Source: an optimization exercise on an open RTL-to-GDS flow (aim: small area). Production flows keep margins and buffers that such runs may drop.
RTL that was checked went through simulation tests only; none was proved equivalent to the original.
The flow treats the clock pin as an ideal source, which a real chip does not have.

==> inputs of job 953 <==
==> flow/design.v <==
module atm_code(input clk, input rst, input BTN3, BTN2, BTN1, input [3:0] SW,
                output reg [7:0] LED, output reg [6:0] digit4, digit3, digit2, digit1);
  localparam [3:0] IDLE = 4'd0;
  localparam [3:0] PE3 = 4'd7;
  localparam [3:0] PE2 = 4'd6;
  localparam [3:0] PE1 = 4'd5;
  localparam [3:0] LOCK = 4'd4;
  localparam [3:0] MENU = 4'd1;
  localparam [3:0] MONEY = 4'd2;
  localparam [3:0] WARN = 4'd3;
  localparam [3:0] PC3 = 4'd11;
  localparam [3:0] PC2 = 4'd10;
  localparam [3:0] PC1 = 4'd9;
  localparam [3:0] NEW = 4'd12;
  localparam [3:0] RSTC = 4'd13;
  localparam [3:0] LOCKB = 4'd8;
  reg [3:0] st, disp;
  reg [3:0] pin;
  reg [15:0] bal_d;   
  reg [6:0] x;
  wire isMd = (disp == MONEY);   
  wire [4:0] pend = isMd ? x[4:0] : 5'd0;
  reg [3:0] st_n;
  reg [4:0] pend_n;
  wire s = pend[4];
  wire [4:0] c;
  assign c[0] = s;
  genvar i;
  generate for (i = 0; i < 4; i = i + 1) begin : rca
    assign c[i+1] = (bal_d[i] & pend[i]) | (c[i] & (bal_d[i] ^ pend[i]));
  end endgenerate
  wire [15:0] bal;
  assign bal[3:0] = bal_d[3:0] ^ pend[3:0] ^ c[3:0];
  wire [16:4] k;
  assign k[4] = c[4] ^ s;
  generate for (i = 4; i < 16; i = i + 1) begin : incdec
    assign k[i+1] = k[i] & (bal_d[i] ^ s);
  end endgenerate
  assign bal[15:4] = bal_d[15:4] ^ k[15:4];
  wire inc = c[4] & ~s, dec = s & ~c[4];
  wire hi_nz = ~((bal_d[15:4] == 12'd0 & ~inc & ~dec) | (bal_d[15:4] == 12'hfff & inc) | (bal_d[15:4] == 12'd1 & dec));
  wire [4:0] g1, g0;
  assign g1[0] = 1'b1; assign g0[0] = 1'b0;
  generate for (i = 0; i < 4; i = i + 1) begin : cmp
    assign g1[i+1] = (bal[i] & ~SW[i]) | (g1[i] & (bal[i] | ~SW[i]));
    assign g0[i+1] = (bal[i] & ~SW[i]) | (g0[i] & (bal[i] | ~SW[i]));
  end endgenerate
  wire gt = hi_nz | g0[4];
  wire ge = hi_nz | g1[4];
  wire ok = (pin == SW);
  wire t100 = (x == 7'd22);
  wire t50 = ~isMd & (x == 7'd43);
  wire inLOCK = (st == LOCK) | (st == LOCKB);   
  wire run = inLOCK ? !t100 : (st == WARN) ? (!t50 & !isMd) : 1'b0;
  wire [6:0] x_step = {x[5:0], ~(x[6] ^ x[5])};
  always @(*) begin
    pend_n = 5'd0;
    if (st == MONEY) begin
      if (BTN3) pend_n = {1'b0, SW};
      else if (BTN2 && ge) pend_n = {1'b1, ~SW};
    end
  end
  always @(*) begin
    st_n = st;
    case (st)
      IDLE: if (BTN3) st_n = PE3;
      PE3: if (BTN3) st_n = ok ? MENU : PE2; else if (BTN1) st_n = IDLE;
      PE2: if (BTN1) st_n = IDLE; else if (BTN3) st_n = ok ? MENU : PE1;
      PE1: if (BTN1) st_n = IDLE; else if (BTN3) st_n = ok ? MENU : LOCK;
      LOCK, LOCKB: if (t100) st_n = IDLE;
      MENU: if (BTN1) st_n = IDLE; else if (BTN3) st_n = MONEY; else if (BTN2) st_n = PC3;
      MONEY: if (BTN1) st_n = MENU; else if (BTN2 && !gt) st_n = WARN;
      WARN: if (t50) st_n = MONEY;
      PC3: if (BTN1) st_n = MENU; else if (BTN3) st_n = ok ? NEW : PC2;
      PC2: if (BTN1) st_n = MENU; else if (BTN3) st_n = ok ? NEW : PC1;
      PC1: if (BTN1) st_n = MENU; else if (BTN3) st_n = ok ? NEW : LOCKB;
      NEW: if (BTN3) st_n = MENU;
      default: st_n = 4'bxxxx;
    endcase
  end
  always @(posedge clk or posedge rst) begin
    if (rst) begin
      st <= IDLE; disp <= RSTC; pin <= 4'd0; bal_d <= 16'd0;
    end else begin
      st <= st_n; disp <= st; bal_d <= bal;
      if (st == NEW && BTN3) pin <= SW;
    end
  end
  always @(posedge clk) x <= {2'b00, pend_n} | (run ? x_step : 7'd0);
  function [6:0] hex7(input [3:0] v);
    case (v)
      4'd0: hex7 = 7'b0000001;
      4'd1: hex7 = 7'b1001111;
      4'd2: hex7 = 7'b0010010;
      4'd3: hex7 = 7'b0000110;
      4'd4: hex7 = 7'b1001100;
      4'd5: hex7 = 7'b0100100;
      4'd6: hex7 = 7'b0100000;
      4'd7: hex7 = 7'b0001101;
      4'd8: hex7 = 7'b0000000;
      4'd9: hex7 = 7'b0000100;
      4'd10: hex7 = 7'b0001000;
      4'd11: hex7 = 7'b1100000;
      4'd12: hex7 = 7'b0110001;
      4'd13: hex7 = 7'b1000010;
      4'd14: hex7 = 7'b0110000;
      4'd15: hex7 = 7'b0111000;
    endcase
  endfunction
  always @(*) begin
    case (disp)
      IDLE: begin LED = 8'b00000001; digit4 = 7'b0110001; digit3 = 7'b0001000; digit2 = 7'b1111010; digit1 = 7'b1000010; end
      PE3: begin LED = 8'b10000000; digit4 = 7'b0011000; digit3 = 7'b0110000; digit2 = 7'b1111110; digit1 = 7'b0000110; end
      PE2: begin LED = 8'b11000000; digit4 = 7'b0011000; digit3 = 7'b0110000; digit2 = 7'b1111110; digit1 = 7'b0010010; end
      PE1: begin LED = 8'b11100000; digit4 = 7'b0011000; digit3 = 7'b0110000; digit2 = 7'b1111110; digit1 = 7'b1001111; end
      LOCK: begin LED = 8'b11111111; digit4 = 7'b0111000; digit3 = 7'b0001000; digit2 = 7'b1111001; digit1 = 7'b1110001; end
      MENU: begin LED = 8'b00010000; digit4 = 7'b0000001; digit3 = 7'b0011000; digit2 = 7'b0110000; digit1 = 7'b1101010; end
      MONEY: begin LED = 8'b00001000; digit4 = hex7(bal_d[15:12]); digit3 = hex7(bal_d[11:8]); digit2 = hex7(bal_d[7:4]); digit1 = hex7(bal_d[3:0]); end
      WARN: begin LED = 8'b11111111; digit4 = 7'b1111110; digit3 = 7'b1101010; digit2 = 7'b0001000; digit1 = 7'b1111110; end
      PC3: begin LED = 8'b00000100; digit4 = 7'b0011000; digit3 = 7'b0110001; digit2 = 7'b1111110; digit1 = 7'b0000110; end
      PC2: begin LED = 8'b00000110; digit4 = 7'b0011000; digit3 = 7'b0110001; digit2 = 7'b1111110; digit1 = 7'b0010010; end
      PC1: begin LED = 8'b00000111; digit4 = 7'b0011000; digit3 = 7'b0110001; digit2 = 7'b1111110; digit1 = 7'b1001111; end
      NEW: begin LED = 8'b00000010; digit4 = 7'b0011000; digit3 = 7'b0001000; digit2 = 7'b0100100; digit1 = 7'b0100100; end
      RSTC: begin LED = 8'b10101010; digit4 = 7'bx; digit3 = 7'bx; digit2 = 7'bx; digit1 = 7'bx; end
      LOCKB: begin LED = 8'b11111111; digit4 = 7'b0111000; digit3 = 7'b0001000; digit2 = 7'b1111001; digit1 = 7'b1110001; end
      default: begin LED = 8'bx; digit4 = 7'bx; digit3 = 7'bx; digit2 = 7'bx; digit1 = 7'bx; end
    endcase
  end
endmodule
==> flow/flow/run.sh <==
#!/bin/bash
# Own layout flow: the standard synthesis, then the combinational logic between the
# standard synthesis's registers is re-mapped by ABC for area (registers, their names and
# cell types are kept as they are). ABC runs with six seeds and two mappers; of the
# netlists whose pre-layout worst slack is at least 1.2 ns, the smallest is kept (if none,
# the one with the best slack). Then the standard layout from floorplan on, with the port buffers
# made of the smallest buffer cell and a clock tree of few, small buffers.
set -euo pipefail
W=$(pwd)
R=$W/orfs/results/$FLOW_PLATFORM/atm_code/base
bash standard.sh synth > std_synth.log 2>&1
cp $R/1_2_yosys.v $W/synth_std.v
# candidates: ABC seeds 1-6, each mapped with amap and with &nf; 4 at a time
cands=""
for S in 1 2 3 4 5 6; do
  printf 'strash\n&get -n\n&deepsyn -J 50 -T 120 -S %s\n&put\ndch -f\namap\ntopo\n' $S > area_a$S.abc
  printf 'strash\n&get -n\n&deepsyn -J 50 -T 120 -S %s\n&dch -f\n&nf -R 1000\n&put\ntopo\n' $S > area_n$S.abc
  cands="$cands a$S n$S"
done
run_cand() {
  ABC_SCRIPT=$W/area_$1.abc RESYN_OUT=resyn_$1.v yosys -c flow/resyn.tcl > resyn_$1.log 2>&1
  NL=resyn_$1.v openroad -no_init -exit flow/sta.tcl > sta_$1.log 2>&1
}
n=0
for C in $cands; do
  run_cand $C &
  n=$((n + 1))
  if (( n % ${NUM_CORES:-4} == 0 )); then wait; fi
done
wait
for C in $cands; do
  echo "$C $(grep 'Chip area' resyn_$C.log | tail -1 | awk '{print $NF}') $(grep WNS_NS sta_$C.log | awk '{print $2}')"
done > candidates.txt
best=$(awk 'NF == 3 && $3 >= 1.2' candidates.txt | sort -k2 -g | head -1 | awk '{print $1}')
if [[ -z "$best" ]]; then best=$(awk 'NF == 3' candidates.txt | sort -k3 -gr | head -1 | awk '{print $1}'); fi
echo "kept $best" > resyn_choice.txt
cp resyn_$best.v resyn.v
openroad -no_init -exit flow/mkodb.tcl > mkodb.log 2>&1
bash standard.sh $(cat flow/make_args.txt) BUFFER_PORTS_ARGS="-buffer_cell sky130_fd_sc_hd__buf_1" \
  CTS_ARGS="$(cat flow/cts_args.txt)" finish > std_finish.log 2>&1
==> flow/flow/cts_args.txt <==
-buf_list sky130_fd_sc_hd__clkbuf_4 -sink_clustering_enable -sink_clustering_max_diameter 20 -dont_use_dummy_load
==> flow/flow/make_args.txt <==
GPL_TIMING_DRIVEN=1
==> flow/flow/mkodb.tcl <==
# 1_synth.odb from the re-mapped netlist, as ORFS's synth_odb.tcl makes it from 1_2_yosys.v
set p $::env(FLOW_HOME)/platforms/sky130hd
set R orfs/results/$::env(FLOW_PLATFORM)/atm_code/base
read_lef $p/lef/sky130_fd_sc_hd.tlef
read_lef $p/lef/sky130_fd_sc_hd_merged.lef
read_liberty $p/lib/sky130_fd_sc_hd__tt_025C_1v80.lib
read_verilog resyn.v
link_design $::env(FLOW_TOP)
read_sdc $R/1_2_yosys.sdc
write_db $R/1_synth.odb
write_sdc -no_timestamp $R/1_synth.sdc
==> flow/flow/resyn.tcl <==
# Re-map the combinational logic of the standard synthesis netlist; registers stay.
set lib $::env(FLOW_HOME)/platforms/sky130hd/lib/sky130_fd_sc_hd__tt_025C_1v80.lib
set du {-dont_use *probe* -dont_use *lpflow* -dont_use *clkbuf* -dont_use *clkinv* -dont_use *dlygate* -dont_use *clkdly*}
yosys read_liberty -ignore_miss_func -ignore_miss_dir $lib
yosys read_verilog synth_std.v
yosys hierarchy -top $::env(FLOW_TOP)
yosys blackbox sky130_fd_sc_hd__df* sky130_fd_sc_hd__edf* sky130_fd_sc_hd__sdf* sky130_fd_sc_hd__dl*
yosys flatten
yosys rename -hide w:*.*
yosys opt -full
yosys read_liberty -lib -overwrite -ignore_miss_func -ignore_miss_dir $lib
yosys abc -liberty $lib {*}$du -script $::env(ABC_SCRIPT)
yosys setundef -zero
yosys splitnets
yosys rename -hide w:*.*
yosys opt_clean -purge
yosys hilomap -singleton -hicell sky130_fd_sc_hd__conb_1 HI -locell sky130_fd_sc_hd__conb_1 LO
yosys insbuf -buf sky130_fd_sc_hd__buf_4 A X
yosys check -assert -mapped
yosys stat -liberty $lib
yosys write_verilog -noattr -nohex -nodec $::env(RESYN_OUT)
==> flow/flow/sta.tcl <==
# Pre-layout timing of a candidate netlist (no wires): prints its worst setup slack in ns.
set p $::env(FLOW_HOME)/platforms/sky130hd
read_lef $p/lef/sky130_fd_sc_hd.tlef
read_lef $p/lef/sky130_fd_sc_hd_merged.lef
read_liberty $p/lib/sky130_fd_sc_hd__tt_025C_1v80.lib
read_verilog $::env(NL)
link_design $::env(FLOW_TOP)
read_sdc $::env(FLOW_SDC)
puts "WNS_NS [expr {[sta::worst_slack_cmd max] * 1e9}]"
==> flow/standard.sh <==
#!/bin/bash
# synth_recipe.tcl (not shown) runs the flow's synth.tcl, then flattens the netlist and writes it again
# the make line also repeats each setting of config.mk as NAME=value (left out here)
make -C /OpenROAD-flow-scripts/flow DESIGN_CONFIG=/design/flow/config.mk WORK_HOME=/design/flow/orfs CLKGATE_MAP_FILE= SYNTH_SCRIPT=/design/flow/synth_recipe.tcl "${@:-finish}"
==> flow/config.mk <==
export PLATFORM = sky130hd
export DESIGN_NAME = atm_code
export DESIGN_NICKNAME = atm_code
export VERILOG_FILES = /design/flow/design.v
export SDC_FILE = /design/flow/constraint.sdc
export NUM_CORES = 4
export LEC_CHECK = 0
export CAP_MARGIN = 20
export CORE_MARGIN = 2
export CORE_UTILIZATION = 40
export SLEW_MARGIN = 20
==> flow/constraint.sdc <==
create_clock -name core_clock -period 5.0 [get_ports {clk}]
set_input_delay 1.0000 -clock core_clock [delete_from_list [all_inputs] [get_ports {clk}]]
set_output_delay 1.0000 -clock core_clock [all_outputs]
set_load 0.01 [all_outputs]
==> job 2276 (differences from job 953) <==
--- a/flow/design.v
+++ b/flow/design.v
@@ -1,19 +1,19 @@
 module atm_code(input clk, input rst, input BTN3, BTN2, BTN1, input [3:0] SW,
                 output reg [7:0] LED, output reg [6:0] digit4, digit3, digit2, digit1);
-  localparam [3:0] IDLE = 4'd0;
-  localparam [3:0] PE3 = 4'd7;
-  localparam [3:0] PE2 = 4'd6;
-  localparam [3:0] PE1 = 4'd5;
-  localparam [3:0] LOCK = 4'd4;
-  localparam [3:0] MENU = 4'd1;
-  localparam [3:0] MONEY = 4'd2;
-  localparam [3:0] WARN = 4'd3;
-  localparam [3:0] PC3 = 4'd11;
-  localparam [3:0] PC2 = 4'd10;
-  localparam [3:0] PC1 = 4'd9;
-  localparam [3:0] NEW = 4'd12;
-  localparam [3:0] RSTC = 4'd13;
-  localparam [3:0] LOCKB = 4'd8;
+  localparam [3:0] IDLE = 4'd13;
+  localparam [3:0] PE3 = 4'd3;
+  localparam [3:0] PE2 = 4'd1;
+  localparam [3:0] PE1 = 4'd2;
+  localparam [3:0] LOCK = 4'd0;
+  localparam [3:0] MENU = 4'd15;
+  localparam [3:0] MONEY = 4'd14;
+  localparam [3:0] WARN = 4'd12;
+  localparam [3:0] PC3 = 4'd7;
+  localparam [3:0] PC2 = 4'd5;
+  localparam [3:0] PC1 = 4'd6;
+  localparam [3:0] NEW = 4'd10;
+  localparam [3:0] RSTC = 4'd8;
+  localparam [3:0] LOCKB = 4'd4;
   reg [3:0] st, disp;
   reg [3:0] pin;
   reg [15:0] bal_d;   
==> flow/flow/run.sh (replaced) <==
#!/bin/bash
# Own layout flow: the standard synthesis, then the combinational logic between the
# standard synthesis's registers is re-mapped by ABC for area (registers, their names and
# cell types are kept as they are). ABC runs with several seeds and two mappers, in two
# rounds (the second starts from the first round's pick); of the netlists whose pre-layout
# worst slack is at least 1.2 ns, the smallest is kept (if none, the one with the best slack). Then the standard layout from floorplan on, with the port buffers
# made of the smallest buffer cell and a clock tree of few, small
# buffers (a clock buffer whose sinks see a slow clock slew after CTS is upsized).
set -euo pipefail
W=$(pwd)
R=$W/orfs/results/$FLOW_PLATFORM/atm_code/base
bash standard.sh synth > std_synth.log 2>&1
cp $R/1_2_yosys.v $W/synth_std.v
# candidates, round 1: ABC seeds 1-6 on the standard synthesis netlist, each mapped with amap
# and with &nf; round 2: seeds 7-12 on the best netlist of round 1. Four at a time.
run_cand() {  # run_cand NAME INPUT.v
  ABC_SCRIPT=$W/area_$1.abc SYNTH_IN=$2 RESYN_OUT=resyn_$1.v yosys -c flow/resyn.tcl > resyn_$1.log 2>&1
  NL=resyn_$1.v openroad -no_init -exit flow/sta.tcl > sta_$1.log 2>&1
}
run_all() {  # run_all INPUT.v NAMES...
  local in=$1 n=0; shift
  for C in "$@"; do
    run_cand $C $in &
    n=$((n + 1))
    if (( n % ${NUM_CORES:-4} == 0 )); then wait; fi
  done
  wait
}
pick() {  # pick NAMES... : the smallest netlist with pre-layout slack >= 1.2 ns, else the best slack
  for C in "$@"; do
    echo "$C $(grep 'Chip area' resyn_$C.log | tail -1 | awk '{print $NF}') $(grep WNS_NS sta_$C.log | awk '{print $2}')"
  done >> candidates.txt
  local b
  b=$(for C in "$@"; do grep "^$C " candidates.txt; done | awk 'NF == 3 && $3 >= 1.2' | sort -k2 -g | head -1 | awk '{print $1}')
  if [[ -z "$b" ]]; then b=$(for C in "$@"; do grep "^$C " candidates.txt; done | awk 'NF == 3' | sort -k3 -gr | head -1 | awk '{print $1}'); fi
  echo $b
}
: > candidates.txt
r1=""
for S in 1 2 3 4 5 6; do
  printf 'strash\n&get -n\n&deepsyn -J 50 -T 120 -S %s\n&put\ndch -f\namap\ntopo\n' $S > area_a$S.abc
  printf 'strash\n&get -n\n&deepsyn -J 50 -T 120 -S %s\n&dch -f\n&nf -R 1000\n&put\ntopo\n' $S > area_n$S.abc
  r1="$r1 a$S n$S"
done
run_all synth_std.v $r1
b1=$(pick $r1)
r2=""
for S in 7 8 9 10 11 12; do
  printf 'strash\n&get -n\n&deepsyn -J 50 -T 120 -S %s\n&put\ndch -f\namap\ntopo\n' $S > area_b$S.abc
  r2="$r2 b$S"
done
run_all resyn_$b1.v $r2
best=$(pick $b1 $r2)
echo "round 1 kept $b1; kept $best" > resyn_choice.txt
cp resyn_$best.v resyn.v
openroad -no_init -exit flow/mkodb.tcl > mkodb.log 2>&1
bash standard.sh $(cat flow/make_args.txt) POST_CTS_TCL=$W/flow/fix_clk.tcl BUFFER_PORTS_ARGS="-buffer_cell sky130_fd_sc_hd__buf_1" \
  CTS_ARGS="$(cat flow/cts_args.txt)" finish > std_finish.log 2>&1
==> flow/flow/cts_args.txt (replaced) <==
-buf_list sky130_fd_sc_hd__clkbuf_4 -sink_clustering_enable -dont_use_dummy_load
==> flow/flow/fix_clk.tcl (new file) <==
estimate_parasitics -placement
set lim 0.105
set changed 0
foreach inst [get_cells -filter "ref_name =~ sky130_fd_sc_hd__clkbuf_*"] {
  set out [get_pins -of_objects $inst -filter "direction == output"]
  set net [get_nets -of_objects $out]
  set worst 0
  foreach p [get_pins -of_objects $net -filter "direction == input"] {
    set s [get_property $p slew_max]
    if {$s > $worst} { set worst $s }
  }
  set ref [get_property $inst ref_name]
  puts "clock buffer [get_name $inst] $ref worst sink slew [format %.1f [expr {$worst * 1e3}]] ps"
  if {$worst > $lim && $ref eq "sky130_fd_sc_hd__clkbuf_4"} {
    replace_cell $inst sky130_fd_sc_hd__clkbuf_8
    incr changed
  }
}
puts "resized $changed clock buffers"
if {$changed > 0} {
  detailed_placement
  estimate_parasitics -placement
}
foreach inst [get_cells -filter "ref_name =~ sky130_fd_sc_hd__clkbuf_*"] {
  set out [get_pins -of_objects $inst -filter "direction == output"]
  set net [get_nets -of_objects $out]
  set worst 0
  foreach p [get_pins -of_objects $net -filter "direction == input"] {
    set s [get_property $p slew_max]
    if {$s > $worst} { set worst $s }
  }
  puts "after: [get_name $inst] [get_property $inst ref_name] [format %.1f [expr {$worst * 1e3}]] ps"
}
--- a/flow/flow/resyn.tcl
+++ b/flow/flow/resyn.tcl
@@ -2,7 +2,7 @@
 set lib $::env(FLOW_HOME)/platforms/sky130hd/lib/sky130_fd_sc_hd__tt_025C_1v80.lib
 set du {-dont_use *probe* -dont_use *lpflow* -dont_use *clkbuf* -dont_use *clkinv* -dont_use *dlygate* -dont_use *clkdly*}
 yosys read_liberty -ignore_miss_func -ignore_miss_dir $lib
-yosys read_verilog synth_std.v
+yosys read_verilog $::env(SYNTH_IN)
 yosys hierarchy -top $::env(FLOW_TOP)
 yosys blackbox sky130_fd_sc_hd__df* sky130_fd_sc_hd__edf* sky130_fd_sc_hd__sdf* sky130_fd_sc_hd__dl*
 yosys flatten
==> run summary <==
The worst-case register-to-register setup slack was 0.77 ns. The run gives 0.8474 ns as the worst setup slack before clock tree synthesis. The run finished with no timing, DRC or antenna violations. The met1 demand-to-capacity share in global routing is 28.69%, and the combined area of all synthesized cells is 2651 µm².

For met2 alone, demand over resource in global routing was 38.78%. In this run the most critical hold path is launched from st[0]. Gates resized during post-CTS repair numbered 0.
the above is filed under job 953

==> run summary <==
The run finished with no timing, DRC or antenna violations. For this run, global-route usage on met2 was measured as 40.55%. The tools report the worst setup slack before clock tree synthesis as 0.6768 ns.

The logs give 509 for the number of placed instances, taps included and 2586 µm² for the combined area of all synthesized cells. Global routing used 27.71% of the available met1 tracks. In this run the most critical hold path is launched from st[3].
the above is filed under job 2276

No functional check of the RTL was part of job 2276.

==> afterwards: timing with drivers on the ports <==
No port has a modelled driver above. Below, the same layouts with a new extraction and two added sets of constraints. Step 1 sets driving cells, clkbuf_16 on the clock port and buf_2 on the other inputs (assumed; they add their load-dependent delay and slew). Step 2 also shifts input and output timing later by t, the mid clock arrival at the registers, as if the neighbouring blocks saw the same clock. Slacks: ideal ports / drivers / drivers and shift; pairs: ideal ports / drivers.
| run | t (ns) | slack for setup (ns) | worst setup path after step 2 | clock arrival spread, ns | slew at the worst register clock pin (ns) |
|---|---|---|---|---|---|
| job 953 | 0.353 | 0.766 / 0.766 / 0.766 | register to register | 0.031 / 0.030 | 0.12 / 0.12 |
| job 2276 | 0.355 | 0.599 / 0.599 / 0.599 | register to register | 0.022 / 0.021 | 0.09 / 0.09 |
After both steps setup and hold are still met in every run listed.
